This is an optimization exercise on Yosys and OpenROAD, whose aim is small area, a short achievable clock period and few clock cycles per item, not a production implementation.

==> fjord <==
## MyDesign
module MyDesign(
    input logic reset_n,
    input logic clk,
    input logic dut_valid,
    output logic dut_ready,
    output logic dut__tb__sram_input_write_enable,
    output logic [16-1 : 0] dut__tb__sram_input_write_address,
    output logic [32-1 : 0] dut__tb__sram_input_write_data,
    output logic [16-1 : 0] dut__tb__sram_input_read_address,
    input logic [32-1 : 0] tb__dut__sram_input_read_data,
    output logic dut__tb__sram_weight_write_enable,
    output logic [16-1 : 0] dut__tb__sram_weight_write_address,
    output logic [32-1 : 0] dut__tb__sram_weight_write_data,
    output logic [16-1 : 0] dut__tb__sram_weight_read_address,
    input logic [32-1 : 0] tb__dut__sram_weight_read_data,
    output logic dut__tb__sram_result_write_enable,
    output logic [16-1 : 0] dut__tb__sram_result_write_address,
    output logic [32-1 : 0] dut__tb__sram_result_write_data,
    output logic [16-1 : 0] dut__tb__sram_result_read_address,
    input logic [32-1 : 0] tb__dut__sram_result_read_data,
    output logic dut__tb__sram_scratchpad_write_enable,
    output logic [16-1 : 0] dut__tb__sram_scratchpad_write_address,
    output logic [32-1 : 0] dut__tb__sram_scratchpad_write_data,
    output logic [16-1 : 0] dut__tb__sram_scratchpad_read_address,
    input logic [32-1 : 0] tb__dut__sram_scratchpad_read_data
);
Settings: LEC_CHECK=0, ABC_CLOCK_PERIOD_IN_PS=3500, CAP_MARGIN=20, CORE_MARGIN=2, CORE_UTILIZATION=40, CTS_CLUSTER_DIAMETER=60, CTS_CLUSTER_SIZE=40, SLEW_MARGIN=20; clock period 11.0 ns.
standard.sh (not shown) runs the stock make flow with config.mk's settings and CLKGATE_MAP_FILE= SYNTH_SCRIPT=/design/flow/synth_recipe.tcl, a recipe that flattens the netlist after the stock synthesis.
==> flow/flow/run.sh <==
#!/bin/bash
set -euo pipefail
bash standard.sh SETUP_SLACK_MARGIN=7.5 "BUFFER_PORTS_ARGS=-buffer_cell sky130_fd_sc_hd__buf_1" finish > standard.log 2>&1
==> lagoon: changes against fjord <==
==> flow/flow/run.sh (replaced) <==
#!/bin/bash
set -euo pipefail
bash standard.sh SETUP_SLACK_MARGIN=7.5 "BUFFER_PORTS_ARGS=-buffer_cell sky130_fd_sc_hd__buf_1" \
  "CTS_ARGS=-sink_clustering_enable -repair_clock_nets -sink_clustering_size 20 -sink_clustering_max_diameter 100 -dont_use_dummy_load" \
  finish > standard.log 2>&1
Settings changed: CTS_CLUSTER_DIAMETER 60 to 100, CTS_CLUSTER_SIZE 40 to 20.
==> notes <==
In synthesized cell count, lagoon and fjord do not differ. Register-to-register slack is about the same in fjord and lagoon. In flip-flop and latch count, lagoon and fjord do not differ. Area after synthesis is the same in lagoon and fjord. Of lagoon and fjord, fjord has the higher count of clock-buffer cells in the layout (gap 11). Non-clock buffer count is the same in lagoon and fjord. Final cell count: fjord is larger than lagoon (about 1%). Routed wire length is about the same in fjord and lagoon.
==> figures <==
|  | lagoon | fjord |
|---|---|---|
| Area of all placed cells without fillers | 31600 µm² | 32400 µm² |
| Outcome | complete, no violations | complete, no violations |
| Clock-pin slew on the worst setup and hold paths | 0.08 ns | 0.10 ns |
| Total Wirelength | 71400 µm | 71400 µm |
| Overall global routing resource usage | 18.3% | 18.4% |
| Filler cells | 7200 | 7144 |
| Fin crit period | 3.44 ns | 3.47 ns |
| Number of nets at the end of the flow | 3502 | 3512 |
| Final worst path period share | 31.3% | 31.5% |
| Number of DRC violations after detailed-routing iteration 0 | 1213 | 1294 |
| First-pass GRT wire length | 114000 µm | 114000 µm |
| Slowest Stage Delay on Critical Path | 0.43 ns | 0.44 ns |
| Seq. cell area | 9630 µm² | 9630 µm² |
| Clock buffer cells | 28 | 39 |
No functional check of the RTL was part of any run of this note.


==> 05-21: inputs <==
MyDesign, a different RTL version from the one above (not shown whole).
Settings: LEC_CHECK=0, ABC_CLOCK_PERIOD_IN_PS=3500, CAP_MARGIN=20, CORE_MARGIN=2, CORE_UTILIZATION=40, SLEW_MARGIN=20; clock period 11.0 ns.
==> flow/flow/run.sh <==
#!/bin/bash
set -euo pipefail
bash standard.sh SETUP_SLACK_MARGIN=7.5 "BUFFER_PORTS_ARGS=-buffer_cell sky130_fd_sc_hd__buf_1" finish > standard.log 2>&1
==> 03-04: changes against 05-21 <==
--- a/flow/config.mk
+++ b/flow/config.mk
@@ -10,3 +10,4 @@
 export CORE_MARGIN = 2
 export CORE_UTILIZATION = 40
+export CTS_BUF_LIST = sky130_fd_sc_hd__clkbuf_4 sky130_fd_sc_hd__clkbuf_8
 export SLEW_MARGIN = 20
==> comparison <==
- Of 03-04 and 05-21, 03-04 has the higher final area (gap 0.52%, measured against 05-21).
- In 03-04 the core utilization is higher than in 05-21, by 0.23 points.
- Against 03-04, the via count of 05-21 is smaller by 0.63%.
- Of 03-04 and 05-21, 03-04 has the higher clock skew (gap 0.032 ns).
- Between 05-21 and 03-04, the lower first-iteration DRC count is in 05-21 (gap 2.0%, measured against 03-04).
- Non-clock buffer count: 05-21 is lower than 03-04 (3).
- Between 05-21 and 03-04, the lower hold slack is in 05-21 (gap 0.00073 ns).
- In area after synthesis, 05-21 and 03-04 do not differ.
==> figures <==
Outcome: 05-21 timing/DRC/antenna clean; 03-04 timing/DRC/antenna clean
Setup WS post-layout: 05-21 7.10 ns; 03-04 7.07 ns
Met2 Wirelength: 05-21 32700 um; 03-04 32800 um
Worst-Margin Slew: 05-21 0.993 ns; 03-04 0.961 ns
Storage element area: 05-21 8300 um2; 03-04 8400 um2
Via count: 05-21 19630; 03-04 19755
Via count of the first global-routing pass: 05-21 19194; 03-04 19380
Fraction of final layout cells with drive strength greater than 1: 05-21 10.9%; 03-04 14.6%
Post-CTS setup buffers: 05-21 14; 03-04 22
Net count reported at finish: 05-21 3427; 03-04 3453
Final core occ: 05-21 44.7%; 03-04 44.9%
Clock Root Buffer: 05-21 sky130_fd_sc_hd__clkbuf_16; 03-04 sky130_fd_sc_hd__clkbuf_8
Critical Path RT: 05-21 11.47 ns; 03-04 11.54 ns
CTS resizes: 05-21 68; 03-04 169
Worst hold margin: 05-21 0.325 ns; 03-04 0.326 ns
Function was not checked in any run of this note: the RTL went through the layout flow alone.

-- static timing again, ports no longer ideal --
Ports are ideal in the flow. The routed layouts listed here were re-timed in OpenROAD. Step 1 assumes that a clkbuf_16 drives the clock port and a buf_2 every other input. Step 2 moves the port delays by t, midway between the first and last clock arrival at a register: inputs arrive t later, outputs are due t later. That takes back most of the time a late clock gives input paths. a / b / c = no drivers / after step 1 / after step 2; a / b = the first two.
run	t, ns	slack for setup (ns)	clock arrival spread, ns	worst register clock-pin slew, ns	cell pins on the clock port's net
fjord	0.639	7.535 / 7.469 / 7.492	0.050 / 0.049	0.10 / 0.10	1
lagoon	0.631	7.555 / 7.490 / 7.480	0.061 / 0.060	0.09 / 0.09	1
05-21	0.651	7.096 / 7.096 / 7.096	0.028 / 0.028	0.07 / 0.07	1
03-04	0.733	7.075 / 7.075 / 7.075	0.056 / 0.056	0.07 / 0.07	1
After both steps setup and hold are still met in every run listed. For lagoon, which loses most, drivers alone change the setup slack by -0.065 ns; drivers and shift together by -0.075 ns.
